Context: an optimization exercise on an open-source flow, tuned for small area. The choices shown serve that exercise and are no tape-out recipe.
Function was checked by simulation only, so behaviour that the tests miss may differ from the original.
Power is estimated from default activity; no workload was simulated.

==> flow/design.v <==
`timescale 1ns / 1ps
module top_fan(
    input clk, reset_p,
    input [5:0] btn, input [1:0] sw,
    input adc_eoc, input [6:0] adc_do,
    input dht11_in, output dht11_drive,
    input echo, output trig,
    output motor_pwm, output led_pwm, output servo_pwm,
    output [13:0] led,
    output buzz,
    output [3:0] an, output [6:0] seg
    );
    reg [11:0] t;        
    reg [4:0]  v;        
    reg [2:0]  w;        
    reg        s66;      
    always @(posedge clk, posedge reset_p) begin
        if(reset_p) begin
            t <= 0; v <= 0; w <= 0; s66 <= 0;
        end
        else begin
            t <= t + 1'b1;
            v <= (v == 5'd24) ? 5'd0 : v + 1'b1;
            if(v == 5'd24) w <= (w == 3'd4) ? 3'd0 : w + 1'b1;
            if(t[6:0] == 7'd65) s66 <= 1'b1;
        end
    end
    wire started = s66 | (|t[6:0]);                       
    wire v25 = (v == 5'd0);
    wire tick100  = started & (t[1:0] == 2'd0) & v25;      
    wire tick2000 = (t[3:0] == 4'd0) & (v == 5'd0) & (w == 3'd0);        
    wire tick4    = (t[1:0] == 2'd0);
    wire tick8    = (t[2:0] == 3'd0);
    wire mode_clk = (t[6:0] == 7'd65);                     
    wire mode_ph  = (t[6:0] == 7'd66);                     
    wire sw_clk   = (t[5:0] == 6'd33);                     
    reg [3:0] bs;        
    reg [3:0] bn;        
    always @(posedge clk, posedge reset_p) begin
        if(reset_p) begin
            bs <= 0; bn <= 0;
        end
        else if(tick100) begin
            bs <= {btn[4], btn[3], btn[2], btn[0]};
            bn <= bs & ~{btn[4], btn[3], btn[2], btn[0]};
        end
        else bn <= 0;
    end
    wire pwr_n   = bn[0];
    wire timer_n = bn[1];
    wire lamp_n  = bn[2];
    wire servo_n = bn[3];
    reg sp_s, sp_m, sp_d, sp_held;
    reg [6:0] sp_cnt;    
    always @(posedge clk, posedge reset_p) begin
        if(reset_p) begin
            sp_s <= 0; sp_cnt <= 0;
        end
        else if(tick100) begin
            sp_s <= btn[5];
            if(btn[5]) begin
                if(sp_cnt == 7'd78) sp_cnt <= 7'd69;
                else sp_cnt <= sp_cnt + 1'b1;
            end
            else sp_cnt <= 0;
        end
    end
    always @(posedge clk) begin
        sp_m <= sp_s;
        sp_d <= sp_m;
        sp_held <= tick100 & btn[5] & (sp_cnt == 7'd78);
    end
    wire sp_pedge = sp_m & ~sp_d;
    wire speed = sp_pedge | sp_held;
    reg md_deb, md_prev, short_p, long_p;
    reg [20:0] md_h;     
    always @(posedge clk, posedge reset_p) begin
        if(reset_p) begin
            md_deb <= 0; md_prev <= 0;
        end
        else begin
            if(mode_clk) md_deb <= btn[1];
            md_prev <= md_deb;
        end
    end
    always @(posedge clk) begin
        begin
            if(~md_deb & md_prev) begin
                if(md_h >= 21'd39) begin
                    short_p <= 0; long_p <= 1;
                end
                else begin
                    short_p <= 1; long_p <= 0;
                end
            end
            else if(~md_deb & ~md_prev) begin
                short_p <= 0; long_p <= 0;
            end
        end
    end
    always @(posedge clk) begin
        if(md_deb & md_prev) begin
            if(mode_ph) md_h <= md_h + 1'b1;
        end
        else md_h <= 0;
    end
    reg p;               
    reg [1:0] mode;      
    reg timeout;
    wire turn_off = pwr_n | timeout;
    wire is_d = (mode == 2'd0);
    wire is_a = (mode == 2'd1);
    wire is_n = (mode == 2'd2);
    always @(posedge clk, posedge reset_p) begin
        if(reset_p) begin
            mode <= 0;
        end
        else if(!p) mode <= 0;
        else if(is_d) begin
            if(short_p) mode <= 2'd1;
            else if(long_p) mode <= 2'd2;
        end
        else if(short_p) mode <= 0;
    end
    reg [2:0] lv_d, lv_n;
    reg dir_n;           
    always @(posedge clk, posedge reset_p) begin
        if(reset_p) begin
            p <= 0; dir_n <= 0;
        end
        else begin
            if(turn_off) p <= ~p;
            if(~turn_off & is_n & tick2000 & p) begin
                if(~dir_n & (lv_n == 3'd7)) dir_n <= 1'b1;
                if(dir_n & (lv_n == 3'd0)) dir_n <= 1'b0;
            end
        end
    end
    always @(posedge clk) begin
        if(turn_off | ~is_d) lv_d <= 0;
        else if(speed) lv_d <= lv_d + 1'b1;
        if(turn_off | ~is_n) lv_n <= 0;
        else if(tick2000) begin
            if(~dir_n) begin
                if(lv_n != 3'd7) lv_n <= lv_n + 1'b1;
                else lv_n <= lv_n - 1'b1;
            end
            else begin
                if(lv_n != 3'd0) lv_n <= lv_n - 1'b1;
                else lv_n <= lv_n + 1'b1;
            end
        end
    end
    localparam S_IDLE = 3'd0, S_LOW = 3'd1, S_H20 = 3'd2, S_L80 = 3'd3, S_H80 = 3'd4, S_READ = 3'd5;
    reg [21:0] cu;       
    reg ce;
    reg [2:0] ds;
    reg rs;              
    reg dp_m, dp_s, dn_m, dn_s;
    reg [5:0] dcnt;
    reg [7:0] acc;       
    reg [7:0] tcap;      
    reg tcap_h;          
    reg ok;              
    reg [7:0] temperature;   
    reg temp_h;              
    always @(negedge clk, posedge reset_p) begin
        if(reset_p) begin
            cu <= 0;
        end
        else begin
            if(!ce) cu <= 0;
            else if(tick4) cu <= cu + 1'b1;
        end
    end
    always @(negedge clk) begin
        dn_m <= dht11_in;
        dn_s <= dn_m;
    end
    always @(posedge clk) begin
        dp_m <= dht11_in;
        dp_s <= dp_m;
    end
    wire d_pedge = dp_m & ~dp_s;
    wire d_nedge = ~dn_m & dn_s;
    assign dht11_drive = (ds == S_LOW) & ce;
    wire dbit = (cu >= 22'd45);
    always @(posedge clk, posedge reset_p) begin
        if(reset_p) begin
            ce <= 0; ds <= S_IDLE; rs <= 0;
            temperature <= 0; temp_h <= 0;
        end
        else begin
            case(ds)
                S_IDLE: begin
                    if(cu < 22'd3000) ce <= 1;
                    else begin
                        ds <= S_LOW; ce <= 0;
                    end
                end
                S_LOW: begin
                    if(cu < 22'd180) ce <= 1;
                    else begin
                        ds <= S_H20; ce <= 0;
                    end
                end
                S_H20: begin
                    ce <= 1;
                    if(cu > 22'd100) begin
                        ds <= S_IDLE; ce <= 0;
                    end
                    if(d_nedge) begin
                        ds <= S_L80; ce <= 0;
                    end
                end
                S_L80: begin
                    ce <= 1;
                    if(cu > 22'd100) begin
                        ds <= S_IDLE; ce <= 0;
                    end
                    if(d_pedge) ds <= S_H80;
                end
                S_H80: begin
                    if(d_nedge) ds <= S_READ;
                end
                S_READ: begin
                    if(!rs) begin
                        if(d_pedge) rs <= 1;
                        ce <= 0;
                    end
                    else begin
                        if(d_nedge) begin
                            rs <= 0;
                        end
                        else ce <= 1;
                        if(cu > 22'd700) begin
                            ds <= S_IDLE; ce <= 0; rs <= 0;
                        end
                    end
                    if(dcnt[5] & dcnt[3]) begin
                        ds <= S_IDLE;
                        if(ok) begin
                            temperature <= tcap;
                            temp_h <= tcap_h;
                        end
                    end
                end
                default: ds <= S_IDLE;
            endcase
        end
    end
    wire [3:0] tlo = tcap[3:0], thi = tcap[7:4];
    wire [7:0] tadj = {(thi > 4'd4) ? thi + 4'd3 : thi, (tlo > 4'd4) ? tlo + 4'd3 : tlo};
    always @(posedge clk) begin
        if(ds != S_READ) dcnt <= 0;
        else if(bit_in) dcnt <= dcnt + 1'b1;
    end
    wire [7:0] acc0 = (dcnt == 6'd0) ? 8'd0 : acc;
    wire [2:0] q = dcnt[2:0];
    wire [6:0] g;
    assign g[0] = acc0[7] & dbit & (q > 3'd0);
    genvar gi;
    generate for (gi = 1; gi < 7; gi = gi + 1) begin : cchain
        assign g[gi] = g[gi-1] & acc0[gi-1] & (q > gi);
    end endgenerate
    wire [7:0] acc_add = {acc0[7] ^ dbit, acc0[6:0] ^ g};
    wire bit_in = (ds == S_READ) & rs & d_nedge;
    always @(posedge clk) begin
        if(bit_in) begin
            if(dcnt[5] == 1'b0) acc <= {acc_add[6:0], acc_add[7]};
            else begin
                acc <= {acc[6:0], acc[7]};
                if(dcnt[2:0] == 3'd0) ok <= (dbit == acc[7]);
                else ok <= ok & (dbit == acc[7]);
            end
            if(dcnt[5:3] == 3'd2) begin
                if(dcnt[2:0] == 3'd0) begin
                    tcap <= {7'd0, dbit};
                    tcap_h <= 0;
                end
                else begin
                    tcap <= {tadj[6:0], dbit};
                    tcap_h <= tcap_h | tadj[7];
                end
            end
        end
    end
    wire [3:0] tens = temperature[7:4], ones = temperature[3:0];
    wire t_le20 = ~temp_h & ((tens < 4'd2) | ((tens == 4'd2) & (ones == 4'd0)));
    wire a_low = t_le20;      
    reg [2:0] lv_a;
    always @(*) begin
        if(temp_h | (tens > 4'd3)) lv_a = 3'd7;
        else if(tens == 4'd3) lv_a = (ones == 4'd0) ? 3'd6 : 3'd7;
        else if(tens < 4'd2) lv_a = 3'd0;
        else if(ones <= 4'd2) lv_a = 3'd0;
        else if(ones <= 4'd4) lv_a = 3'd1;
        else if(ones <= 4'd6) lv_a = 3'd2;
        else lv_a = ones[2:0] - 3'd4;    
    end
    wire [7:0] bcd = temperature;
    wire sh01 = s66 & (t[7:0] >= 8'd66) & (t[7:0] <= 8'd193);
    wire sh10 = s66 & ~sh01;
    assign an = {2'b11, sh10, sh01};
    reg [3:0] digit;
    always @(posedge clk, posedge reset_p) begin
        if(reset_p) digit <= 0;
        else if(sh10) digit <= bcd[3:0];
        else if(sh01) digit <= bcd[7:4];
    end
    reg [6:0] seg_r;
    always @(*) begin
        case(digit)
            4'd0 : seg_r = 7'b100_0000;
            4'd1 : seg_r = 7'b111_1001;
            4'd2 : seg_r = 7'b010_0100;
            4'd3 : seg_r = 7'b011_0000;
            4'd4 : seg_r = 7'b001_1001;
            4'd5 : seg_r = 7'b001_0010;
            4'd6 : seg_r = 7'b000_0010;
            4'd7 : seg_r = 7'b111_1000;
            4'd8 : seg_r = 7'b000_0000;
            4'd9 : seg_r = 7'b001_0000;
            default : seg_r = 7'b111_1111;
        endcase
    end
    assign seg = seg_r;
    wire [2:0] lv = is_d ? lv_d : is_a ? lv_a : lv_n;
    wire on80 = p & ~(is_a & a_low);         
    wire [3:0] pm = (pc < 8'd80) ? 4'd0 : (pc < 8'd105) ? 4'd1 : (pc < 8'd130) ? 4'd2 :
                    (pc < 8'd155) ? 4'd3 : (pc < 8'd180) ? 4'd4 : (pc < 8'd205) ? 4'd5 :
                    (pc < 8'd230) ? 4'd6 : (pc < 8'd255) ? 4'd7 : 4'd8;
    wire [7:0] below = {pc != 8'd255, pc < 8'd230, pc < 8'd205, pc < 8'd180,
                        pc < 8'd155, pc < 8'd130, pc < 8'd105, pc < 8'd80};
    wire [7:0] pc = t[9:2];
    reg pwm_d, pwm_a, pwm_n;
    always @(posedge clk, posedge reset_p) begin
        if(reset_p) begin
            pwm_d <= 0; pwm_a <= 0; pwm_n <= 0;
        end
        else if(tick4) begin
            pwm_d <= p & ({1'b0, lv_d} >= pm);
            pwm_n <= p & ({1'b0, lv_n} >= pm);
            pwm_a <= p & is_a & (a_low ? (pc == 8'd0) : ({1'b0, lv_a} >= pm));
        end
    end
    wire pwm = is_d ? pwm_d : is_a ? pwm_a : pwm_n;
    reg [14:0] us_c;
    reg us_calc, far;
    reg en_m, en_s;
    always @(negedge clk) begin
        en_m <= echo;
        en_s <= en_m;
    end
    wire echo_nedge = ~en_m & en_s;
    always @(posedge clk, posedge reset_p) begin
        if(reset_p) begin
            us_c <= 15'd2666; us_calc <= 0; far <= 0;
        end
        else if(!us_calc) begin
            us_c <= us_c + 1'b1;
            if(&us_c) us_calc <= 1;
        end
        else begin
            if(echo) begin
                if(tick8) us_c[11:0] <= us_c[11:0] + 1'b1;
            end
            else if(echo_nedge) begin
                far <= (us_c[11:0] > 12'd500);
                us_c <= 15'd2666; us_calc <= 0;
            end
        end
    end
    assign trig = ~us_calc & (us_c >= 15'd32668);
    assign motor_pwm = (sw[0] & p & far) ? 1'b0 : pwm;
    reg [1:0] tmr;       
    reg [8:0] tcnt;
    wire [8:0] tlim = (tmr == 2'd1) ? 9'd99 : (tmr == 2'd2) ? 9'd299 : 9'd499;
    always @(posedge clk, posedge reset_p) begin
        if(reset_p) begin
            tmr <= 0; timeout <= 0;
        end
        else if(!p) tmr <= 0;
        else if(timer_n) tmr <= tmr + 1'b1;
        else if(tmr != 2'd0) begin
            if(tick100 & (tcnt == tlim)) timeout <= 1;
        end
        else timeout <= 0;
    end
    always @(posedge clk) begin
        if(!p | timer_n) tcnt <= 0;
        else if(tick100) begin
            if(tcnt != tlim) tcnt <= tcnt + 1'b1;
            else tcnt <= 0;
        end
    end
    reg sw_s;
    reg [1:0] lst, ldc, lint;
    reg adc_m, adc_s;
    reg [1:0] acls;      
    reg pwm_la, pwm_lp;
    always @(posedge clk, posedge reset_p) begin
        if(reset_p) begin
            sw_s <= 0; lst <= 0; ldc <= 0; lint <= 0;
            adc_m <= 0; adc_s <= 0; acls <= 2'd3;
            pwm_la <= 0; pwm_lp <= 0;
        end
        else begin
            if(sw_clk) sw_s <= sw[1];
            if(sw_s) begin
                lst <= 0; ldc <= 0;
                lint <= acls;
            end
            else if(lamp_n) lst <= lst + 1'b1;
            else ldc <= lst;
            adc_m <= adc_eoc;
            adc_s <= adc_m;
            if(adc_m & ~adc_s)
                acls <= (adc_do < 7'd15) ? 2'd3 : (adc_do < 7'd40) ? 2'd2 : (adc_do < 7'd60) ? 2'd1 : 2'd0;
            pwm_la <= lbelow[ldc];
            pwm_lp <= lbelow[lint];
        end
    end
    wire [3:0] lbelow = {t[6:0] != 7'd127, t[6:0] < 7'd84, t[6:0] < 7'd42, 1'b0};
    function [6:0] lamp_duty(input [1:0] c);
        case(c)
            2'd0: lamp_duty = 7'd0;
            2'd1: lamp_duty = 7'd42;
            2'd2: lamp_duty = 7'd84;
            default: lamp_duty = 7'd127;
        endcase
    endfunction
    assign led_pwm = sw[1] ? pwm_lp : pwm_la;
    reg sv_on, sv_dir;   
    reg [8:0] sv_x;
    reg sv_pwm;
    always @(posedge clk, posedge reset_p) begin
        if(reset_p) begin
            sv_on <= 0; sv_dir <= 1; sv_x <= 9'd288; sv_pwm <= 0;
        end
        else begin
            if(!p) sv_on <= 0;
            else if(servo_n) sv_on <= ~sv_on;
            if(sv_on & p & tick100) begin
                if(sv_dir) begin
                    if(sv_x == 9'd429) begin
                        sv_x <= 9'd400; sv_dir <= 0;
                    end
                    else sv_x <= sv_x + 1'b1;
                end
                else begin
                    if(sv_x == 9'd147) begin
                        sv_x <= 9'd176; sv_dir <= 1;
                    end
                    else sv_x <= sv_x - 1'b1;
                end
            end
            sv_pwm <= started & ((t < 12'd176) | ((t < {3'd0, sv_x}) & (t < 12'd400)));
        end
    end
    assign servo_pwm = sv_pwm;
    reg s0p_m, s0p_s, s1p_m, s1p_s;
    reg s0n_m, s0n_s, s1n_m, s1n_s;
    always @(negedge clk) begin
        s0n_m <= sw[0]; s0n_s <= s0n_m;
        s1n_m <= sw[1]; s1n_s <= s1n_m;
    end
    always @(posedge clk) begin
        s0p_m <= sw[0]; s0p_s <= s0p_m;
        s1p_m <= sw[1]; s1p_s <= s1p_m;
    end
    wire sw_edge = (s0p_m & ~s0p_s) | (~s0n_m & s0n_s) | (s1p_m & ~s1p_s) | (~s1n_m & s1n_s);
    reg bz;
    reg [10:0] bz_cnt;
    always @(posedge clk, posedge reset_p) begin
        if(reset_p) begin
            bz <= 0;
        end
        else begin
            if(acls[1]) bz <= 0;
            else if(bz_set) bz <= 1;
            else if(bz & (&bz_cnt)) bz <= 0;
        end
    end
    wire bz_set = pwr_n | (lamp_n & ~sw[1]) | ((short_p | long_p | timer_n | servo_n | sp_pedge | sw_edge) & p);
    always @(posedge clk) begin
        if(~bz | acls[1]) bz_cnt <= 11'd48;
        else if(~bz_set) begin
            if(~&bz_cnt) bz_cnt <= bz_cnt + 1'b1;
            else bz_cnt <= 11'd48;
        end
    end
    assign buzz = bz & (t[4:0] == 5'd17);
    assign led[0] = on80;
    assign led[1] = on80 & (lv >= 3'd1);
    assign led[2] = on80 & (lv >= 3'd2);
    assign led[3] = on80 & (lv >= 3'd3);
    assign led[4] = on80 & (lv >= 3'd4);
    assign led[5] = on80 & (lv >= 3'd5);
    assign led[6] = on80 & (lv >= 3'd6);
    assign led[7] = on80 & (lv == 3'd7);
    assign led[10:8] = (tmr == 2'd3) ? 3'b111 : (tmr == 2'd2) ? 3'b011 : (tmr == 2'd1) ? 3'b001 : 3'b000;
    assign led[13:11] = {is_n, is_a, is_d & p};
endmodule
==> flow/flow/run.sh <==
#!/bin/bash
# Layout flow: the standard flow (standard.sh) with these changes:
#  - synthesis: the standard flow's own script (synth_recipe.tcl) with the ABC mapping
#    script swapped for an area-oriented one (flow/abc_area.script) and no
#    separate adder mapping, so ABC maps the adders with the rest of the logic;
#    the registers are the standard synthesis's;
#  - port buffers: sky130_fd_sc_hd__buf_1 on every input and output port;
#  - clock tree: smaller clock buffers, no dummy loads;
#  - higher core utilization.
# Each tool's output is in orfs/logs/ (ORFS) and flow_make.log.
set -euo pipefail
here=$(pwd)
{
  cat <<'EOT'
proc abc {args} {
  set i [lsearch -exact $args -script]
  if {$i >= 0} { lset args [expr {$i+1}] $::env(AREA_ABC_SCRIPT) }
  yosys abc {*}$args
}
EOT
  cat "$here/synth_recipe.tcl"
} > "$here/area_synth.tcl"
export AREA_ABC_SCRIPT="$here/flow/abc_area.script"
bash standard.sh \
  SYNTH_SCRIPT="$here/area_synth.tcl" \
  ADDER_MAP_FILE= \
  CORE_UTILIZATION=65 BUFFER_PORTS_ARGS='-buffer_cell sky130_fd_sc_hd__buf_1' CTS_ARGS='-sink_clustering_enable -repair_clock_nets -dont_use_dummy_load -buf_list sky130_fd_sc_hd__clkbuf_4 -sink_clustering_size 9 -sink_clustering_max_diameter 40' \
  finish > "$here/flow_make.log" 2>&1
==> flow/flow/abc_area.script <==
strash
ifraig
dc2
dch -f
amap -m -F 10 -A 20
strash
dc2
dch -f
amap -m -F 10 -A 20
strash
dc2
dch -f
amap -m -F 10 -A 20
topo
==> flow/standard.sh <==
#!/bin/bash
# synth_recipe.tcl (not shown) runs the flow's synth.tcl, then flattens the netlist and writes it again
# the make line also repeats each setting of config.mk as NAME=value (left out here)
make -C /OpenROAD-flow-scripts/flow DESIGN_CONFIG=/design/flow/config.mk WORK_HOME=/design/flow/orfs CLKGATE_MAP_FILE= SYNTH_SCRIPT=/design/flow/synth_recipe.tcl "${@:-finish}"
==> flow/config.mk <==
export PLATFORM = sky130hd
export DESIGN_NAME = top_fan
export DESIGN_NICKNAME = top_fan
export VERILOG_FILES = /design/flow/design.v
export SDC_FILE = /design/flow/constraint.sdc
export NUM_CORES = 4
export LEC_CHECK = 0
export CAP_MARGIN = 20
export CORE_MARGIN = 2
export CORE_UTILIZATION = 40
export SLEW_MARGIN = 20
==> flow/constraint.sdc <==
create_clock -name core_clock -period 10.0 [get_ports {clk}]
set_input_delay 2.0000 -clock core_clock [delete_from_list [all_inputs] [get_ports {clk}]]
set_output_delay 2.0000 -clock core_clock [all_outputs]
set_load 0.01 [all_outputs]
==> impl_metrics.tcl, run 1 <==
set metrics [dict create \
    place_congestion 0.9747 \
    dr_total_vias 8503 \
    postCtsSetupBuffers 0 \
    synthAdderAreaFrac_pct 0 \
    finalHoldViolations 0 \
    synth_edf_count 20 \
    slew_headroom_pct 21.84 \
    hold_class "reg2reg" \
    cp.arrival_ps 4600 \
    skew_ps 78.78 \
    ys.flop_type "dfrtp_1" \
    cts_root_buf "clkbuf_4" \
    path_cells "clkinv_1 -> and3_1 -> nand2_1 -> nor2_1 -> nand2_1 -> nor2_1 -> nand2_1 -> nor2_1 -> clkinv_1 -> nor3_1 -> nand2_1 -> nor2_1 -> nand2_1 -> nor2_1 -> nand2_1 -> nor2_1 -> nand2_1 -> nor2_1 -> and2_0 -> nand2_1 -> nor2_1 -> a211oi_1" \
    status "timing/DRC/antenna clean" \
    path_class "reg2reg" \
    cts_tree "built" \
    grt_pass1_vias 7788 \
    cpPeakStageDelay_ps 460 \
    antenna_found_initial 1 \
    layout-drive-gt1-share_pct 4.200 \
    rsz0062_at_grt "no" \
    cts_resized 0 \
    yosys-top-cells-count "nor2_1 (220), clkinv_1 (161), o21ai_0 (109), dfrtp_1 (99), nand2_1 (86)" \
    synth-xor-area-share_pct 0 \
    crit_path_start "t[1]" \
    cp.required_ps 5360 \
    fp-row-count 45 \
    ys_warn_count 1 \
    critical_path.max_fanout 8 \
    clockBufferDepth 3 \
    synth_compound_area_share_pct 20.03 \
    synth.mux.area_fraction_pct 0.1121 \
    drt-initial-drc-count 623 \
    ff2ff_setup_slack_ps 770 \
    coreArea_sq_um 15150 \
    async_reset_ff_share_pct 59.46 \
    synth_most_common_cell "nor2_1" \
    setup_violations 0 \
    synth-seq-area-share_pct 52.93 \
    power_frac_seq_pct 62.5 \
    fin_area_sq_um 10760 \
    dieArea_sq_um 16470 \
    clkPwrFrac_pct 30.6 \
    dp_slack_ps 809.3 \
    p_comb_share_pct 6.9 \
    maxCapViolCount 0 \
    cts_buffers 37 \
    num-nets-final 1284 \
    place_area_sq_um 10440 \
    wirelength_microns 21020 \
    timing.rr.start "t[1]" \
    rr_worst_depth 22 \
    synthCells 1174 \
    slew_viol_final 0 \
    ys_types 56 \
    cp-end-kind "flip-flop" \
    wl_per_cell_microns 14.45 \
    synth_area_per_cell_sq_um 8.560 \
    synth-seq-cells 222 \
    whs_path_depth 0 \
    die_h_microns 128.3 \
    intPower_uw 1157 \
    ant_nets 0 \
    tightest_slew_ps 1158 \
    detail_route.vias_per_cell 5.844 \
    yosys.area_share.simple_pct 20.32 \
    htreeDepth 2 \
    grt_max_degree 88 \
    synth_area_leader_cell "dfrtp_1" \
    port_buffers 48 \
    p_per_area_nw_per_um2 144.3 \
    netSwitchingFraction_pct 25.50 \
    synth_top_family_by_area "simple AND/OR/NAND/NOR gates" \
    fin_ws_ps 766.7 \
    initial_utilization_pct 66.35 \
    peakVddDrop_mv 0.1014 \
    synthTopCellsByArea "dfrtp_1 (25%), dfxtp_1 (14%), nor2_1 (8.2%), clkinv_1 (6.0%), edfxtp_1 (6.0%)" \
    synthToLayoutAreaGrowth_pct 7.060 \
    p_leak_uw 0.004229 \
    synth_top_area_share_pct 24.65 \
    first_pass_iters 5 \
    min_to "dn_s" \
    grt_pass1_wl_microns 35920 \
    slowest_stage "dfrtp_1" \
    timing.rr.end "cu[20]" \
    drc 0 \
    min_from "dn_m" \
    die_x_microns 128.3 \
    startpoint_type "flip-flop" \
    p_switching_uw 396.0 \
    holdBufCountCts 0 \
    insertion_delay_ps 620 \
    clkSinkCount 222 \
    grt_remaining_overflow 0 \
    grt_usage_pct 26.66 \
    cts.clk_slew.worst_paths_ps 70 \
    pin_count 51 \
    syn_area_sq_um 10050 \
    fin_setup_tns_ps 0 \
    post-dp-hpwl_microns 15430 \
]
## layer usage
layer  GRT usage [%]  vias up  part of all wire [%]
met5               0        -                     0
met3           4.699       51                   5.3
met2           42.43      229                    46
met1           37.37     3897                    46
li1                -     4326                     -
met4           9.308        0                   2.5
## cell type report
class | instances | area [sq um]
sequential | 222 | 5319
fill | 1251 | 4387
multi-input combinational | 784 | 4076
inverter | 160 | 605.6
clock buffer | 37 | 277.8
tap | 188 | 235.2
timing repair buffer | 51 | 202.7
clock inverter | 8 | 30.03
antenna | 5 | 12.51
## power by group through the flow
stage | logic (uW) | clock network, uW | registers [uW]
global route | 124 | 532 | 978
CTS | 107 | 490 | 971
finish | 107 | 475 | 971
global placement | 105 | 5.66 | 988
detailed placement | 108 | 5.66 | 988
floorplan | 82.7 | 5.66 | 982
## cell usage in the layout, fill, tap and decap left out, types with 6 or more instances in the layout
master | synthesis | routed
a211oi_1 | 19 | 19
a21oi_1 | 66 | 66
a221oi_1 | 10 | 10
a222oi_1 | 8 | 8
a31oi_1 | 16 | 16
and2_0 | 15 | 15
and3_1 | 21 | 21
buf_1 | 1 | 48
clkbuf_4 | 0 | 37
clkinv_1 | 161 | 167
dfrtn_1 | 22 | 22
dfrtp_1 | 99 | 99
dfstp_2 | 11 | 11
dfxtp_1 | 70 | 70
edfxtp_1 | 20 | 20
nand2_1 | 86 | 86
nand3_1 | 18 | 18
nand4_1 | 10 | 10
nor2_1 | 220 | 219
nor2b_1 | 7 | 7
nor3_1 | 47 | 47
nor4_1 | 19 | 19
o21a_1 | 11 | 11
o21ai_0 | 109 | 109
o22ai_1 | 27 | 27
or2_0 | 6 | 6
## worst max path at each step
| stage | to | slack, ps |
|---|---|---|
| 6_report | cu[20] | 770 |
| 2_1_floorplan | cu[0] | 820 |
| 5_1_grt | cu[21] | 30 |
| 3_5_place_dp | cu[21] | 810 |
| 4_1_cts | cu[20] | 780 |
| 3_3_place_gp | cu[21] | 1100 |
## through the flow
| step | hold WS, ps | instances | total power [uW] | util [%] |
|---|---|---|---|---|
| finish | 333.5 | 1455 | 1553 | 71.04 |
| global route | 340.1 | 1455 | 1634 | 71.04 |
| CTS | 336.6 | 1450 | 1568 | 70.94 |
| detailed placement | 328.8 | 1406 | 1102 | 68.93 |
| global placement | 326.3 | 1406 | 1098 | 68.93 |
| floorplan | 322.6 | 1175 | 1071 | - |
## sequential cells by signal (all words and copies together) (netlist names), 3 cells and up
register,cells
bs,4
bz_cnt,11
dcnt,6
lv_n,3
t,12
ds,3
bn,4
temperature,8
tcnt,9
v,5
us_c,15
tcap,8
w,3
acc,8
lv_d,3
md_h,21
sp_cnt,7
sv_x,9
digit,4
cu,22
## cells by family (layout without fill, tap and decap cells)
family,after synthesis,count (layout)
and+or+nand+nor,460,460
muxes,1,1
buffers and inverters,169,256
other,1,7
DFF,222,222
AOI/OAI and AO/OA,321,321
## critical path: cells and delay by family, from the launching register on
| family | cells | cell delay [ps] |
|---|---|---|
| flip-flops | 1 | 460 |
| AND/OR/NAND/NOR | 19 | 3200 |
| buffers and inverters | 2 | 290 |
| AO/OA/AOI/OAI | 1 | 60 |
==> run 2: changes to the inputs <==
--- a/flow/design.v
+++ b/flow/design.v
@@ -255,7 +255,7 @@
         if(ds != S_READ) dcnt <= 0;
         else if(bit_in) dcnt <= dcnt + 1'b1;
     end
-    wire [7:0] acc0 = (dcnt == 6'd0) ? 8'd0 : acc;
+    wire [7:0] acc0 = acc;
     wire [2:0] q = dcnt[2:0];
     wire [6:0] g;
     assign g[0] = acc0[7] & dbit & (q > 3'd0);
@@ -266,10 +266,13 @@
     wire [7:0] acc_add = {acc0[7] ^ dbit, acc0[6:0] ^ g};
     wire bit_in = (ds == S_READ) & rs & d_nedge;
     always @(posedge clk) begin
+        if(ds != S_READ) acc <= 0;
+        else if(bit_in & ~dcnt[5]) acc <= {acc_add[6:0], acc_add[7]};
+        else if(bit_in) acc <= {acc[6:0], acc[7]};
+    end
+    always @(posedge clk) begin
         if(bit_in) begin
-            if(dcnt[5] == 1'b0) acc <= {acc_add[6:0], acc_add[7]};
-            else begin
-                acc <= {acc[6:0], acc[7]};
+            if(dcnt[5] == 1'b1) begin
                 if(dcnt[2:0] == 3'd0) ok <= (dbit == acc[7]);
                 else ok <= ok & (dbit == acc[7]);
             end
==> impl_metrics.tcl, run 2 <==
set metrics [dict create \
    setup_violations 0 \
    postCtsSetupBuffers 0 \
    p_comb_share_pct 7.8 \
    coreArea_sq_um 15200 \
    synth-seq-cells 222 \
    ys_warn_count 1 \
    path_class "reg2reg" \
    power_uw 1538 \
    initial_utilization_pct 66.72 \
    hold_class "reg2reg" \
    tightest_slew_ps 834.5 \
    skew_ps 66.39 \
    clkPwrFrac_pct 29.3 \
    peakVddDrop_mv 0.1101 \
    detail_route.vias_per_cell 5.810 \
    finalHoldViolations 0 \
    grt_usage_pct 25.60 \
    synthCells 1217 \
    cp.arrival_ps 4710 \
    slew_headroom_pct 43.86 \
    synth_most_common_cell "nor2_1" \
    cts_buffers 34 \
    drt-initial-drc-count 537 \
    maxCapViolCount 0 \
    layout-drive-gt1-share_pct 4.147 \
    antenna_found_initial 1 \
    critical_path.max_fanout 6 \
    post-dp-hpwl_microns 14990 \
    p_switching_uw 394.4 \
    status "timing/DRC/antenna clean" \
    cts_tree "built" \
    synthTopCellsByArea "dfrtp_1 (24%), dfxtp_1 (15%), nor2_1 (8.2%), clkinv_1 (6.7%), dfrtn_1 (5.4%)" \
    place_congestion 0.9170 \
    clockBufferDepth 3 \
    htreeDepth 2 \
    yosys-top-cells-count "nor2_1 (222), clkinv_1 (182), o21ai_0 (108), dfrtp_1 (99), nand2_1 (86)" \
    synth_area_leader_cell "dfrtp_1" \
    fin_setup_tns_ps 0 \
    port_buffers 48 \
    ys_types 53 \
    dp_slack_ps 413.3 \
    wl_per_cell_microns 13.79 \
    p_leak_uw 0.004256 \
    ant_nets 0 \
    cts.clk_slew.worst_paths_ps 100 \
    startpoint_type "flip-flop" \
    insertion_delay_ps 610 \
    largest_reg_flops 22 \
    power_frac_seq_pct 62.9 \
    grt_remaining_overflow 0 \
    grt_max_degree 70 \
    cp-end-kind "flip-flop" \
    cts_root_buf "clkbuf_4" \
    dieArea_sq_um 16620 \
    synthToLayoutAreaGrowth_pct 6.895 \
    grt_pass1_wl_microns 35090 \
    cpPeakStageDelay_ps 450 \
    ys.flop_type "dfrtp_1" \
    synth_area_per_cell_sq_um 8.335 \
    cp.required_ps 5410 \
    num-nets-final 1324 \
    fin_ws_ps 700.2 \
    synth_edf_count 12 \
    intPower_uw 1144 \
    regMostFlops "cu" \
    syn_area_sq_um 10140 \
    dr_total_vias 8662 \
    multiInputGateArea_sq_um 4194 \
    synth-seq-area-share_pct 51.65 \
    first_pass_iters 5 \
    seqCellArea_sq_um 5239 \
    rr_worst_depth 22 \
    path_cells "clkinv_1 -> and3_1 -> nand2_1 -> nor2_1 -> nand2_1 -> nor2_1 -> nand2_1 -> nor2_1 -> clkinv_1 -> nor3_2 -> clkinv_1 -> nor4_2 -> clkinv_1 -> nor4_2 -> nand2_1 -> nor2_1 -> and3_1 -> nand2_1 -> nor2_1 -> nor2_1 -> a21oi_1 -> nor2_1" \
    slowest_stage "dfrtp_1" \
    crit_top_cell "nor2_1" \
    die_h_microns 128.9 \
    drc 0 \
    slew_viol_final 0 \
    synth_top_area_share_pct 24.42 \
    p_per_area_nw_per_um2 141.8 \
    die_x_microns 128.9 \
    fp-row-count 45 \
    reg_top3 "cu (22), md_h (21), us_c (15)" \
    netSwitchingFraction_pct 25.64 \
    clkSinkCount 222 \
    pin_count 51 \
    layout_commonest_cell "nor2_1" \
    holdBufCountCts 0 \
    async_reset_ff_share_pct 59.46 \
    layout_common_cells "nor2_1 (221), clkinv_1 (188), o21ai_0 (108)" \
    n_fill_cell 1201 \
    whs_path_depth 0 \
    grt_pass1_vias 7864 \
    wirelength_microns 20570 \
]
[run 2: cell type report]
| class | instances | share of cell area, % |
|---|---|---|
| Inverter | 181 | 6.312 |
| Tap cell | 188 | 2.169 |
| Antenna cell | 1 | 0.02308 |
| Clock buffer | 34 | 2.354 |
| Multi-Input combinational cell | 806 | 38.68 |
| Clock inverter | 8 | 0.2769 |
| Timing Repair Buffer | 51 | 1.869 |
| Sequential cell | 222 | 48.32 |
[run 2: repair_timing]
item	in CTS	in global routing
gates resized for setup	0	3
endpoints found under the hold margin	0	0
setup endpoints to repair	0	2
[run 2: cell families after synthesis]
logic type | after synthesis | synth area share (%)
multiplexers | 1 | 0.1110
other | 1 | 0.03697
AO/OA/AOI/OAI | 329 | 20.08
flip-flops | 222 | 51.65
AND/OR/NAND/NOR | 474 | 20.83
buffers and inverters | 190 | 7.290
[run 2: metrics by stage]
| stage | hold WS (ps) | cell area [sq um] | utilization, % | cells |
|---|---|---|---|---|
| 2_1_floorplan | 322.6 | 10150 | - | 1218 |
| 3_3_place_gp | 327.9 | 10530 | 69.29 | 1449 |
| 3_5_place_dp | 330.7 | 10530 | 69.29 | 1449 |
| 4_1_cts | 350.1 | 10820 | 71.14 | 1490 |
| 5_1_grt | 353.4 | 10840 | 71.33 | 1491 |
| 6_report | 349.6 | 10840 | 71.33 | 1491 |
[run 2: power by group through the flow]
stage	sequential [uW]	clock, uW	combinational (uW)
floorplan	979	5.66	93.3
global placement	984	5.66	118
detailed placement	985	5.66	121
CTS	967	468	121
global route	973	512	139
finish	968	451	119
[run 2: per-layer routing]
| metal | GRT usage [%] | part of all wire, % |
|---|---|---|
| met5 | 0 | 0 |
| met4 | 8.120 | 2.0 |
| met3 | 4.324 | 4.4 |
| met2 | 40.74 | 44 |
| met1 | 36.25 | 50 |
[run 2: critical path, delay by kind of cell, from the launching register on]
family / cells / cell delay (ps)
AOI/OAI and AO/OA: 1 / 120
and+or+nand+nor: 17 / 2910
buffers and inverters: 4 / 600
DFF: 1 / 450
[run 2: worst paths after layout]
check / from / to / slack (ps)
setup / recovery: t[1] / cu[21] / 700
hold / removal: sp_m / sp_d / 350
setup reg to reg: t[1] / cu[21] / 700
hold reg to reg: sp_m / sp_d / 350
max in group asynchronous: reset_p / cu[7] / 3130
min in group asynchronous: reset_p / us_c[14] / 1480
==> run 3: changes to the inputs <==
--- a/flow/flow/run.sh
+++ b/flow/flow/run.sh
@@ -24,5 +24,5 @@
 bash standard.sh \
   SYNTH_SCRIPT="$here/area_synth.tcl" \
   ADDER_MAP_FILE= \
-  CORE_UTILIZATION=65 BUFFER_PORTS_ARGS='-buffer_cell sky130_fd_sc_hd__buf_1' CTS_ARGS='-sink_clustering_enable -repair_clock_nets -dont_use_dummy_load -buf_list sky130_fd_sc_hd__clkbuf_4 -sink_clustering_size 9 -sink_clustering_max_diameter 40' \
+  CORE_UTILIZATION=65 BUFFER_PORTS_ARGS='-buffer_cell sky130_fd_sc_hd__buf_1' CTS_ARGS='-sink_clustering_enable -repair_clock_nets -dont_use_dummy_load -buf_list sky130_fd_sc_hd__clkbuf_4 -sink_clustering_size 10 -sink_clustering_max_diameter 70' \
   finish > "$here/flow_make.log" 2>&1
==> impl_metrics.tcl, run 3 <==
set metrics [dict create \
    power_frac_seq_pct 64.8 \
    synthCells 1217 \
    min_to "sp_d" \
    timing.rr.end "cu[21]" \
    ys_types 53 \
    p_per_area_nw_per_um2 138.5 \
    regMostFlops "cu" \
    pin_count 51 \
    drt-initial-drc-count 561 \
    fin_ws_ps 696.9 \
    intPower_uw 1106 \
    cts.clk_slew.worst_paths_ps 110 \
    synth-seq-cells 222 \
    cp.required_ps 5420 \
    path_cells "clkinv_1 -> and3_1 -> nand2_1 -> nor2_1 -> nand2_1 -> nor2_1 -> nand2_1 -> nor2_1 -> clkinv_1 -> nor3_2 -> clkinv_1 -> nor4_2 -> clkinv_1 -> nor4_2 -> nand2_1 -> nor2_1 -> and3_1 -> nand2_1 -> nor2_1 -> nor2_1 -> a21oi_1 -> nor2_1" \
    tightest_slew_ps 844.9 \
    reg_top3 "cu (22), md_h (21), us_c (15)" \
    num-nets-final 1316 \
    dr_total_vias 8574 \
    layout_commonest_cell "nor2_1" \
    skew_ps 66.78 \
    n_fill_cell 1201 \
    status "timing/DRC/antenna clean" \
    detail_route.vias_per_cell 5.782 \
    ys.flop_type "dfrtp_1" \
    synth_area_per_cell_sq_um 8.335 \
    maxCapViolCount 0 \
    multiInputGateArea_sq_um 4194 \
    grt_usage_pct 25.06 \
    min_from "sp_m" \
    cp-end-kind "flip-flop" \
    initial_utilization_pct 66.72 \
    postCtsSetupBuffers 0 \
    ys_warn_count 1 \
    antenna_found_initial 1 \
    cts_buffers 26 \
    coreArea_sq_um 15200 \
    synth_area_leader_cell "dfrtp_1" \
    placed_cells 1449 \
    p_comb_share_pct 8.0 \
    synth_most_common_cell "nor2_1" \
    synthTopCellsByArea "dfrtp_1 (24%), dfxtp_1 (15%), nor2_1 (8.2%), clkinv_1 (6.7%), dfrtn_1 (5.4%)" \
    startpoint_type "flip-flop" \
    die_h_microns 128.9 \
    seqCellArea_sq_um 5239 \
    netSwitchingFraction_pct 25.94 \
    dieArea_sq_um 16620 \
    layout-drive-gt1-share_pct 3.555 \
    insertion_delay_ps 640 \
    wirelength_microns 20480 \
    wl_per_cell_microns 13.81 \
    async_reset_ff_share_pct 59.46 \
    clockBufferDepth 3 \
    synth_top_area_share_pct 24.42 \
    cts_resized 0 \
    peakVddDrop_mv 0.1008 \
    htreeDepth 1 \
    setup_violations 0 \
    grt_max_degree 70 \
    p_switching_uw 387.4 \
    ant_nets 0 \
    grt_remaining_overflow 0 \
    stdcell_count 1483 \
    layout_common_cells "nor2_1 (221), clkinv_1 (188), o21ai_0 (108)" \
    cts_tree "built" \
    hold_class "reg2reg" \
    synthToLayoutAreaGrowth_pct 6.303 \
    cp.arrival_ps 4720 \
    rr_worst_depth 22 \
    grt_pass1_vias 7737 \
    finalHoldViolations 0 \
    fin_setup_tns_ps 0 \
    clkPwrFrac_pct 27.2 \
    place_congestion 0.9170 \
    synth_edf_count 12 \
    fp-row-count 45 \
    dp_slack_ps 413.3 \
    syn_area_sq_um 10140 \
    slew_headroom_pct 43.16 \
    drc 0 \
    whs_path_depth 0 \
    utilization_pct 70.93 \
    post-dp-hpwl_microns 14990 \
    slew_viol_final 0 \
    path_class "reg2reg" \
    clkSinkCount 222 \
    p_leak_uw 0.004219 \
    cpPeakStageDelay_ps 470 \
    port_buffers 48 \
    critical_path.max_fanout 7 \
    cts_root_buf "clkbuf_4" \
    crit_top_cell "nor2_1" \
    timing.rr.start "t[0]" \
    first_pass_iters 5 \
    synth-seq-area-share_pct 51.65 \
    holdBufCountCts 0 \
    yosys-top-cells-count "nor2_1 (222), clkinv_1 (182), o21ai_0 (108), dfrtp_1 (99), nand2_1 (86)" \
    ff2ff_setup_slack_ps 700 \
    slowest_stage "dfrtp_1" \
    die_x_microns 128.9 \
    grt_pass1_wl_microns 34800 \
    largest_reg_flops 22 \
]
-- run 3: worst max-delay path by stage --
stage | from | to | slack [ps] | cells after the start
floorplan | reset_p | cu[0] | 820 | 1
global placement | t[0] | cu[21] | 660 | 22
detailed placement | t[0] | cu[21] | 410 | 22
CTS | t[1] | cu[21] | 340 | 22
global route | t[1] | cu[21] | -30 | 22
finish | t[0] | cu[21] | 700 | 22
-- run 3: per-layer routing --
metal  share of wire (%)  wire length [microns]  vias to the layer above  track usage, %
met5                   0                      0                        -               0
met3                 4.2                    850                       28           3.784
met4                 1.5                    303                        0           5.115
li1                    -                      -                     4442               -
met2                  45                   9132                      174           40.77
met1                  50                  10190                     3930           36.22
-- run 3: critical path, delay by kind of cell, from the launching register on --
kind	cells	cell delay [ps]
and+or+nand+nor	17	2930
DFF	1	470
buffers and inverters	4	580
AOI/OAI and AO/OA	1	120
-- run 3: area by class of cell --
cell class	count	share of cell area, %
clock buffer	26	1.810
antenna	1	0.02321
timing repair buffer	51	1.880
inverter	181	6.347
clock inverter	8	0.2785
sequential	222	48.58
multi-input combinational	806	38.90
tap	188	2.181
-- run 3: cell families after synthesis --
| logic type | Yosys count | share of synthesized area [%] |
|---|---|---|
| simple gates | 474 | 20.83 |
| buf+inv | 190 | 7.290 |
| mux | 1 | 0.1110 |
| compound gates | 329 | 20.08 |
| other cells | 1 | 0.03697 |
| flops | 222 | 51.65 |
-- run 3: per-stage QoR --
| step | area (sq um) | power (uW) | hold WS [ps] |
|---|---|---|---|
| detailed placement | 10530 | 1112 | 330.7 |
| global placement | 10530 | 1108 | 327.9 |
| global route | 10780 | 1571 | 356.4 |
| floorplan | 10150 | 1078 | 322.6 |
| CTS | 10760 | 1507 | 351.3 |
| finish | 10780 | 1493 | 353.0 |
-- run 3: power groups by stage --
stage	combinational (uW)	clock [uW]	sequential, uW
2_1_floorplan	93.3	5.66	979
3_3_place_gp	118	5.66	984
3_5_place_dp	121	5.66	985
4_1_cts	121	418	967
5_1_grt	139	459	973
6_report	119	406	968
==> run 4: changes to the inputs <==
--- a/flow/flow/run.sh
+++ b/flow/flow/run.sh
@@ -24,5 +24,5 @@
 bash standard.sh \
   SYNTH_SCRIPT="$here/area_synth.tcl" \
   ADDER_MAP_FILE= \
-  CORE_UTILIZATION=65 BUFFER_PORTS_ARGS='-buffer_cell sky130_fd_sc_hd__buf_1' CTS_ARGS='-sink_clustering_enable -repair_clock_nets -dont_use_dummy_load -buf_list sky130_fd_sc_hd__clkbuf_4 -sink_clustering_size 10 -sink_clustering_max_diameter 70' \
+  CORE_UTILIZATION=65 BUFFER_PORTS_ARGS='-buffer_cell sky130_fd_sc_hd__buf_1' CTS_ARGS='-sink_clustering_enable -repair_clock_nets -dont_use_dummy_load -buf_list sky130_fd_sc_hd__clkbuf_8 -sink_clustering_size 16 -sink_clustering_max_diameter 100' \
   finish > "$here/flow_make.log" 2>&1
==> impl_metrics.tcl, run 4 <==
set metrics [dict create \
    regMostFlops "cu" \
    stdcell_count 1473 \
    coreArea_sq_um 15200 \
    synth_top_area_share_pct 24.42 \
    cts.clk_slew.worst_paths_ps 100 \
    synth_edf_count 12 \
    synthToLayoutAreaGrowth_pct 6.661 \
    first_pass_iters 5 \
    cp.arrival_ps 4610 \
    antenna_found_initial 0 \
    multiInputGateArea_sq_um 4194 \
    insertion_delay_ps 540 \
    drc 0 \
    crit_path_start "t[1]" \
    slew_headroom_pct 42.79 \
    synth_area_leader_cell "dfrtp_1" \
    setup_violations 0 \
    ys_warn_count 1 \
    fp-row-count 45 \
    ant_nets 0 \
    clkSinkCount 222 \
    layout_commonest_cell "nor2_1" \
    maxCapViolCount 0 \
    cts_buffers 17 \
    startpoint_type "flip-flop" \
    status "timing/DRC/antenna clean" \
    finalHoldViolations 0 \
    die_h_microns 128.9 \
    initial_utilization_pct 66.72 \
    yosys-top-cells-count "nor2_1 (222), clkinv_1 (182), o21ai_0 (108), dfrtp_1 (99), nand2_1 (86)" \
    grt_remaining_overflow 0 \
    placed_cells 1449 \
    htreeDepth 1 \
    layout-drive-gt1-share_pct 2.879 \
    synth_area_per_cell_sq_um 8.335 \
    tightest_slew_ps 850.3 \
    place_area_sq_um 10530 \
    cts_resized 0 \
    async_reset_ff_share_pct 59.46 \
    peakVddDrop_mv 0.1119 \
    postCtsSetupBuffers 0 \
    intPower_uw 1140 \
    power_uw 1519 \
    p_switching_uw 379.3 \
    cp.required_ps 5320 \
    p_leak_uw 0.004222 \
    cts_tree "built" \
    dieArea_sq_um 16620 \
    synth-seq-area-share_pct 51.65 \
    wl_per_cell_microns 13.76 \
    post-dp-hpwl_microns 14990 \
    ys.flop_type "dfrtp_1" \
    fin_setup_tns_ps 0 \
    num-nets-final 1307 \
    synth_most_common_cell "nor2_1" \
    synthTopCellsByArea "dfrtp_1 (24%), dfxtp_1 (15%), nor2_1 (8.2%), clkinv_1 (6.7%), dfrtn_1 (5.4%)" \
    slew_viol_final 0 \
    rr_worst_depth 22 \
    clkPwrFrac_pct 28.5 \
    rsz0062_at_grt "no" \
    timing.rr.end "cu[21]" \
    dr_total_vias 8591 \
    ff2ff_setup_slack_ps 710 \
    synth-seq-cells 222 \
    endpoint "cu[21]" \
    ys_types 53 \
    critical_path.max_fanout 6 \
    holdBufCountCts 0 \
    reg_top3 "cu (22), md_h (21), us_c (15)" \
    die_x_microns 128.9 \
    place_congestion 0.9170 \
    seqCellArea_sq_um 5239 \
    wirelength_microns 20280 \
    syn_area_sq_um 10140 \
    grt_pass1_wl_microns 34580 \
    antennaDiodeCount 0 \
    hold_class "reg2reg" \
    fin_area_sq_um 10820 \
    skew_ps 62.85 \
    synthCells 1217 \
    port_buffers 48 \
    path_class "reg2reg" \
    grt_max_degree 70 \
    netSwitchingFraction_pct 24.97 \
    cp-end-kind "flip-flop" \
    hold-worst-slack_ps 352.0 \
    pin_count 51 \
    largest_reg_flops 22 \
    timing.rr.start "t[1]" \
    grt_pass1_vias 7674 \
    layout_common_cells "nor2_1 (221), clkinv_1 (188), o21ai_0 (108)" \
    cts_root_buf "clkbuf_8" \
    grt_usage_pct 24.96 \
    detail_route.vias_per_cell 5.832 \
    p_per_area_nw_per_um2 140.4 \
    power_frac_seq_pct 63.7 \
    p_comb_share_pct 7.8 \
    drt-initial-drc-count 675 \
    n_fill_cell 1202 \
    clockBufferDepth 3 \
]
-- run 4: cell counts after synthesis --
No cell type changed its count.
-- run 4: area by class of cell --
cell class / instances / area share, %
clock inverter: 8 / 0.2776
timing repair buffer: 51 / 1.873
sequential: 222 / 48.42
multi-input combinational: 806 / 38.76
clock buffer: 17 / 2.163
inverter: 181 / 6.326
tap: 188 / 2.174
-- run 4: power groups by stage --
stage,clock [uW],sequential [uW],combinational (uW)
after floorplan,5.66,979,93.3
after global placement,5.66,984,118
after detailed placement,5.66,985,121
after CTS,447,967,121
after global routing,487,973,139
final,433,968,119
-- run 4: worst min-delay path by stage --
stage,depth (start not counted),start,slack (ps),to
after detailed placement,0,sp_m,330,sp_d
final,0,sp_m,350,sp_d
after global routing,0,sp_m,360,sp_d
after global placement,0,dp_m,330,dp_s
after CTS,0,sp_m,350,sp_d
after floorplan,0,dn_m,320,dn_s
-- run 4: layer usage --
| layer | global-route usage [%] | up-vias | wire length, microns |
|---|---|---|---|
| met5 | 0 | - | 0 |
| met4 | 5.499 | 0 | 273 |
| met3 | 2.911 | 25 | 944 |
| met2 | 40.37 | 211 | 9101 |
| met1 | 36.66 | 3958 | 9956 |
| li1 | - | 4397 | - |
-- run 4: kinds of logic (layout without fill, tap and decap cells) --
logic type	count (synthesis)	count (layout)	share of synthesized area (%)
simple gates	474	474	20.83
compound gates	329	329	20.08
flops	222	222	51.65
buf+inv	190	257	7.290
other cells	1	2	0.03697
mux	1	1	0.1110
-- run 4: stage by stage --
| stage | utilization, % | setup WS [ps] |
|---|---|---|
| detailed placement | 69.29 | 413.3 |
| CTS | 71.00 | 387.9 |
| global route | 71.17 | 23.51 |
| global placement | 69.29 | 655.7 |
| finish | 71.17 | 710.8 |
| floorplan | - | 822.2 |
-- run 4: critical path, cell delays in order, from the launching register on --
cell and delay (ps):
dfrtp_1 450, clkinv_1 140, and3_1 220, nand2_1 90, nor2_1 190, nand2_1 120, nor2_1 220, nand2_1 110
nor2_1 150, clkinv_1 110, nor3_2 290, clkinv_1 150, nor4_2 340, clkinv_1 180, nor4_2 290, nand2_1 120
nor2_1 190, and3_1 240, nand2_1 90, nor2_1 160, nor2_1 60, a21oi_1 110, nor2_1 50
==> run 5: changes to the inputs <==
--- a/flow/flow/run.sh
+++ b/flow/flow/run.sh
@@ -24,5 +24,5 @@
 bash standard.sh \
   SYNTH_SCRIPT="$here/area_synth.tcl" \
   ADDER_MAP_FILE= \
-  CORE_UTILIZATION=65 BUFFER_PORTS_ARGS='-buffer_cell sky130_fd_sc_hd__buf_1' CTS_ARGS='-sink_clustering_enable -repair_clock_nets -dont_use_dummy_load -buf_list sky130_fd_sc_hd__clkbuf_8 -sink_clustering_size 16 -sink_clustering_max_diameter 100' \
+  CORE_UTILIZATION=65 BUFFER_PORTS_ARGS='-buffer_cell sky130_fd_sc_hd__buf_1' CTS_ARGS='-sink_clustering_enable -repair_clock_nets -dont_use_dummy_load -buf_list sky130_fd_sc_hd__clkbuf_4 -sink_clustering_size 9 -sink_clustering_max_diameter 70' \
   finish > "$here/flow_make.log" 2>&1
==> impl_metrics.tcl, run 5 <==
set metrics [dict create \
    status "timing/DRC/antenna clean" \
    power_uw 1504 \
    slowest_stage "dfrtp_1" \
    hold_class "reg2reg" \
    crit_top_cell "nor2_1" \
    whs_path_depth 0 \
    cp-end-kind "flip-flop" \
    wl_per_cell_microns 13.78 \
    skew_ps 59.90 \
    num-nets-final 1318 \
    cp.required_ps 5440 \
    dieArea_sq_um 16620 \
    cts_root_buf "clkbuf_4" \
    detail_route.vias_per_cell 5.798 \
    coreArea_sq_um 15200 \
    grt_max_degree 70 \
    wirelength_microns 20460 \
    synth-seq-cells 222 \
    post-dp-hpwl_microns 14990 \
    pin_count 51 \
    synthTopCellsByArea "dfrtp_1 (24%), dfxtp_1 (15%), nor2_1 (8.2%), clkinv_1 (6.7%), dfrtn_1 (5.4%)" \
    die_x_microns 128.9 \
    grt_pass1_vias 7798 \
    yosys-top-cells-count "nor2_1 (222), clkinv_1 (182), o21ai_0 (108), dfrtp_1 (99), nand2_1 (86)" \
    synthToLayoutAreaGrowth_pct 6.452 \
    layout_commonest_cell "nor2_1" \
    regMostFlops "cu" \
    timing.rr.start "t[1]" \
    synth_edf_count 12 \
    synth_area_leader_cell "dfrtp_1" \
    ys.flop_type "dfrtp_1" \
    tightest_slew_ps 859.6 \
    dp_slack_ps 413.3 \
    port_buffers 48 \
    startpoint_type "flip-flop" \
    cts_buffers 28 \
    largest_reg_flops 22 \
    multiInputGateArea_sq_um 4194 \
    cts.clk_slew.worst_paths_ps 100 \
    initial_utilization_pct 66.72 \
    async_reset_ff_share_pct 59.46 \
    reg_top3 "cu (22), md_h (21), us_c (15)" \
    fp-row-count 45 \
    place_area_sq_um 10530 \
    fin_ws_ps 674.2 \
    seqCellArea_sq_um 5239 \
    dr_total_vias 8610 \
    use_met3_pct 4.075 \
    drt-initial-drc-count 554 \
    min_from "sp_m" \
    peakVddDrop_mv 0.09963 \
    cpPeakStageDelay_ps 450 \
    synth_top_area_share_pct 24.42 \
    fin_area_sq_um 10800 \
    synth-seq-area-share_pct 51.65 \
    min_to "sp_d" \
    ys_types 53 \
    insertion_delay_ps 650 \
    grt-busiest-layer "met2" \
    setup_violations 0 \
    maxCapViolCount 0 \
    synth_most_common_cell "nor2_1" \
    slew_viol_final 0 \
    use_met1_pct 36.24 \
    gr-usage-met2_pct 40.37 \
    p_leak_uw 0.004229 \
    grt_remaining_overflow 0 \
    syn_area_sq_um 10140 \
    clkSinkCount 222 \
    first_pass_iters 6 \
    synthCells 1217 \
    critical_path.max_fanout 6 \
    layout_common_cells "nor2_1 (221), clkinv_1 (188), o21ai_0 (108)" \
    rr_worst_depth 22 \
    die_h_microns 128.9 \
    timing.rr.end "cu[21]" \
    postCtsSetupBuffers 0 \
    hold-worst-slack_ps 349.8 \
    slew_headroom_pct 42.16 \
    path_cells "clkinv_1 -> and3_1 -> nand2_1 -> nor2_1 -> nand2_1 -> nor2_1 -> nand2_1 -> nor2_1 -> clkinv_1 -> nor3_2 -> clkinv_1 -> nor4_2 -> clkinv_1 -> nor4_2 -> nand2_1 -> nor2_1 -> and3_1 -> nand2_1 -> nor2_1 -> nor2_1 -> a21oi_1 -> nor2_1" \
    path_class "reg2reg" \
    ys_warn_count 1 \
    clockBufferDepth 3 \
    antenna_found_initial 1 \
    cp.arrival_ps 4760 \
    drc 0 \
    finalHoldViolations 0 \
    grt_pass1_wl_microns 34900 \
    layout-drive-gt1-share_pct 3.704 \
    synth_area_per_cell_sq_um 8.335 \
    cts_tree "built" \
    ant_nets 0 \
    htreeDepth 1 \
    n_fill_cell 1211 \
    p_per_area_nw_per_um2 139.3 \
    ff2ff_setup_slack_ps 670 \
    grt_usage_pct 25.13 \
    place_congestion 0.9170 \
]
run 5: cell count changes in the layout (fill, tap and decap cells not counted):
cell,delta
clkbuf_4,+28
clkbuf_8,-17
diode_2,+1
run 5: cell type report:
class / instances / share of cell area, %
Clock inverter: 8 / 0.2781
Clock buffer: 28 / 1.947
Sequential cell: 222 / 48.52
Inverter: 181 / 6.338
Tap cell: 188 / 2.178
Multi-Input combinational cell: 806 / 38.84
Timing Repair Buffer: 51 / 1.877
Antenna cell: 1 / 0.02317
run 5: cells by family (layout without fill, tap and decap cells):
group | Yosys count | count (layout) | synth area share [%]
AO/OA/AOI/OAI | 329 | 329 | 20.08
buffers and inverters | 190 | 268 | 7.290
flip-flops | 222 | 222 | 51.65
multiplexers | 1 | 1 | 0.1110
other | 1 | 3 | 0.03697
AND/OR/NAND/NOR | 474 | 474 | 20.83
run 5: where the power goes:
part | leakage [uW] | internal [uW] | switching (uW)
Sequential | 0.00243 | 942 | 26.0
Combinational | 0.00166 | 40.0 | 79.1
Clock | 0.000141 | 133 | 284
Total | 0.00423 | 1110 | 389
run 5: worst max-delay path: cells and delay by family, from the launching register on:
family	cells	cell delay [ps]
AO/OA/AOI/OAI	1	120
flip-flops	1	450
buffers and inverters	4	610
AND/OR/NAND/NOR	17	2950
run 5: how the worst max path moves through the flow:
stage / cells after the start / to / startpoint / slack (ps)
floorplan: 1 / cu[0] / reset_p / 820
global placement: 22 / cu[21] / t[0] / 660
detailed placement: 22 / cu[21] / t[0] / 410
CTS: 22 / cu[21] / t[0] / 310
global route: 22 / cu[21] / t[1] / -30
finish: 22 / cu[21] / t[1] / 670
run 5: routing by layer:
metal / wire length [microns] / up-vias
li1: - / 4442
met1: 10070 / 3953
met3: 955 / 26
met5: 0 / -
met4: 304 / 0
met2: 9129 / 189
run 5: timing repair:
action,in CTS,in global routing
setup endpoints to repair,0,2
hold endpoints to repair,0,0
hold buffers,0,0
gates resized for setup,0,3
run 5: stage by stage:
| stage | util, % | setup TNS, ps | cells |
|---|---|---|---|
| 6_report | 71.03 | 0 | 1485 |
| 5_1_grt | 71.03 | -29.05 | 1485 |
| 4_1_cts | 70.85 | 0 | 1484 |
| 3_5_place_dp | 69.29 | 0 | 1449 |
| 3_3_place_gp | 69.29 | 0 | 1449 |
| 2_1_floorplan | - | 0 | 1218 |
==> run 6: changes to the inputs <==
--- a/flow/design.v
+++ b/flow/design.v
@@ -122,34 +122,22 @@
         end
         else if(short_p) mode <= 0;
     end
-    reg [2:0] lv_d, lv_n;
-    reg dir_n;           
+    reg [2:0] lv_d;
+    reg [3:0] ph_n;
+    wire [2:0] lv_n = ph_n[3] ? 3'd6 - ph_n[2:0] : ph_n[2:0];
     always @(posedge clk, posedge reset_p) begin
         if(reset_p) begin
-            p <= 0; dir_n <= 0;
+            p <= 0;
         end
         else begin
             if(turn_off) p <= ~p;
-            if(~turn_off & is_n & tick2000 & p) begin
-                if(~dir_n & (lv_n == 3'd7)) dir_n <= 1'b1;
-                if(dir_n & (lv_n == 3'd0)) dir_n <= 1'b0;
-            end
         end
     end
     always @(posedge clk) begin
         if(turn_off | ~is_d) lv_d <= 0;
         else if(speed) lv_d <= lv_d + 1'b1;
-        if(turn_off | ~is_n) lv_n <= 0;
-        else if(tick2000) begin
-            if(~dir_n) begin
-                if(lv_n != 3'd7) lv_n <= lv_n + 1'b1;
-                else lv_n <= lv_n - 1'b1;
-            end
-            else begin
-                if(lv_n != 3'd0) lv_n <= lv_n - 1'b1;
-                else lv_n <= lv_n + 1'b1;
-            end
-        end
+        if(turn_off | ~is_n) ph_n <= 0;
+        else if(tick2000) ph_n <= (ph_n == 4'd13) ? 4'd0 : ph_n + 1'b1;
     end
     localparam S_IDLE = 3'd0, S_LOW = 3'd1, S_H20 = 3'd2, S_L80 = 3'd3, S_H80 = 3'd4, S_READ = 3'd5;
     reg [21:0] cu;       
@@ -410,12 +398,12 @@
         end
         else begin
             if(sw_clk) sw_s <= sw[1];
+            ldc <= sw_s ? 2'd0 : lst;
             if(sw_s) begin
-                lst <= 0; ldc <= 0;
+                lst <= 0;
                 lint <= acls;
             end
             else if(lamp_n) lst <= lst + 1'b1;
-            else ldc <= lst;
             adc_m <= adc_eoc;
             adc_s <= adc_m;
             if(adc_m & ~adc_s)
==> impl_metrics.tcl, run 6 <==
set metrics [dict create \
    grt_usage_pct 25.16 \
    ant_nets 0 \
    ys_types 53 \
    cts_resized 0 \
    place_congestion 0.9205 \
    clkPwrFrac_pct 27.7 \
    p_leak_uw 0.004189 \
    startpoint_type "flip-flop" \
    first_pass_iters 5 \
    timing.rr.start "t[1]" \
    ys_warn_count 1 \
    cp-end-kind "flip-flop" \
    slew_headroom_pct 30.73 \
    power_frac_seq_pct 64.8 \
    clockBufferDepth 3 \
    drt-initial-drc-count 425 \
    port_buffers 48 \
    wl_per_cell_microns 13.84 \
    timing.rr.end "cu[21]" \
    synth_most_common_cell "nor2_1" \
    power_uw 1494 \
    async_reset_ff_share_pct 59.01 \
    dr_total_vias 8544 \
    slew_viol_final 0 \
    intPower_uw 1111 \
    fin_setup_tns_ps 0 \
    ys.flop_type "dfrtp_1" \
    hold-worst-slack_ps 340.0 \
    largest_reg_flops 22 \
    insertion_delay_ps 680 \
    initial_utilization_pct 66.35 \
    holdBufCountCts 0 \
    htreeDepth 1 \
    grt_pass1_wl_microns 34530 \
    crit_top_cell "nand2_1" \
    wirelength_microns 20190 \
    synth_top_area_share_pct 24.40 \
    grt_remaining_overflow 0 \
    clkSinkCount 222 \
    synth_edf_count 12 \
    path_class "reg2reg" \
    post-dp-hpwl_microns 14960 \
    synthCells 1189 \
    grt_pass1_vias 7714 \
    multiInputGateArea_sq_um 4099 \
    peakVddDrop_mv 0.1346 \
    n_fill_cell 1258 \
    drc 0 \
    p_comb_share_pct 7.5 \
    cp.required_ps 5440 \
    tightest_slew_ps 1035 \
    whs_path_depth 0 \
    min_from "en_m" \
    postCtsSetupBuffers 0 \
    seqCellArea_sq_um 5234 \
    layout-drive-gt1-share_pct 3.467 \
    cts_tree "built" \
    synth-seq-area-share_pct 52.08 \
    fp-row-count 45 \
    die_x_microns 128.3 \
    min_to "en_s" \
    maxCapViolCount 0 \
    finalHoldViolations 0 \
    cp.arrival_ps 4420 \
    hold_class "reg2reg" \
    p_switching_uw 383.0 \
    yosys-top-cells-count "nor2_1 (201), clkinv_1 (177), o21ai_0 (111), dfrtp_1 (98), nand2_1 (84)" \
    netSwitchingFraction_pct 25.65 \
    ff2ff_setup_slack_ps 1020 \
    slowest_stage "dfrtp_1" \
    detail_route.vias_per_cell 5.860 \
    reg_top3 "cu (22), md_h (21), us_c (15)" \
    synth_area_leader_cell "dfrtp_1" \
    synthToLayoutAreaGrowth_pct 6.337 \
    dieArea_sq_um 16470 \
    utilization_pct 70.56 \
    die_h_microns 128.3 \
    pin_count 51 \
    rr_worst_depth 20 \
    cts_root_buf "clkbuf_4" \
    synthTopCellsByArea "dfrtp_1 (24%), dfxtp_1 (16%), nor2_1 (7.5%), clkinv_1 (6.6%), o21ai_0 (5.5%)" \
    layout_commonest_cell "nor2_1" \
    regMostFlops "cu" \
    cpPeakStageDelay_ps 430 \
    status "timing/DRC/antenna clean" \
    cts.clk_slew.worst_paths_ps 100 \
    critical_path.max_fanout 10 \
    layout_common_cells "nor2_1 (201), clkinv_1 (183), o21ai_0 (111)" \
    skew_ps 87.92 \
    p_per_area_nw_per_um2 139.8 \
    cts_buffers 28 \
    antenna_found_initial 1 \
    setup_violations 0 \
    synth_area_per_cell_sq_um 8.452 \
    coreArea_sq_um 15150 \
    grt_max_degree 95 \
    rsz0062_at_grt "no" \
    path_cells "clkinv_1 -> and3_1 -> nand2_1 -> nor2_1 -> nand2_1 -> nor2_1 -> nand2_1 -> nor3_1 -> nand2_1 -> nor2_1 -> nand2_1 -> nor2_1 -> nand2_1 -> nor2_1 -> nand2_1 -> nor2_1 -> and3_1 -> nand2_1 -> nor2_1 -> a211oi_1" \
    syn_area_sq_um 10050 \
    crit_path_start "t[1]" \
    synth-seq-cells 222 \
    num-nets-final 1291 \
]
run 6: cell count changes after synthesis, moves of 4 or more:
cell | previous run | this run
nor4_1 | 24 | 20
and3_1 | 18 | 22
a21oi_1 | 83 | 74
nor2_1 | 222 | 201
nand3_1 | 22 | 16
clkinv_1 | 182 | 177
run 6: power groups by stage:
stage               sequential [uW]  clock (uW)  combinational, uW
global route                    972         469                132
finish                          967         414                112
CTS                             967         429                114
floorplan                       978        5.66               86.7
detailed placement              985        5.66                114
global placement                984        5.66                110
run 6: metrics by stage:
stage	std cells	instance area [sq um]	setup slack (ps)
after floorplan	1190	10050	841.0
after detailed placement	1422	10450	1122
after global placement	1422	10450	1328
final	1458	10690	1015
after global routing	1458	10690	441.6
after CTS	1457	10680	1024
run 6: how the worst max path moves through the flow:
stage              to  slack [ps]  depth (start not counted)
6_report       cu[21]        1020                         20
3_5_place_dp   cu[21]        1120                         21
3_3_place_gp   cu[21]        1330                         21
5_1_grt        cu[21]         440                         21
2_1_floorplan   cu[0]         840                          1
4_1_cts        cu[21]        1020                         20
run 6: layout make-up:
type | count | area share [%]
Antenna cell | 1 | 0.02342
Clock buffer | 28 | 1.967
Clock inverter | 8 | 0.2810
Inverter | 176 | 6.229
Multi-Input combinational cell | 783 | 38.36
Sequential cell | 222 | 48.98
Tap cell | 188 | 2.201
Timing Repair Buffer | 52 | 1.967
run 6: metal layers:
layer	part of all wire, %	global-route usage, %	routed length, microns	vias up
li1	-	-	-	4337
met1	47	35.22	9495	3963
met2	46	40.80	9227	205
met3	4.5	3.784	902	39
met4	2.8	8.274	559	0
met5	0	0	0	-
run 6: worst max-delay path: cells and delay by family, from the launching register on:
kind	cells	cell delay (ps)
flip-flops	1	430
AO/OA/AOI/OAI	1	100
AND/OR/NAND/NOR	18	3060
buffers and inverters	1	170
run 6: cells by family (layout without fill, tap and decap cells):
family / Yosys count / count (layout) / synth area share, %
AO/OA/AOI/OAI: 327 / 327 / 20.17
flip-flops: 222 / 222 / 52.08
other: 1 / 3 / 0.03731
buffers and inverters: 185 / 264 / 7.171
AND/OR/NAND/NOR: 453 / 453 / 20.43
multiplexers: 1 / 1 / 0.1120
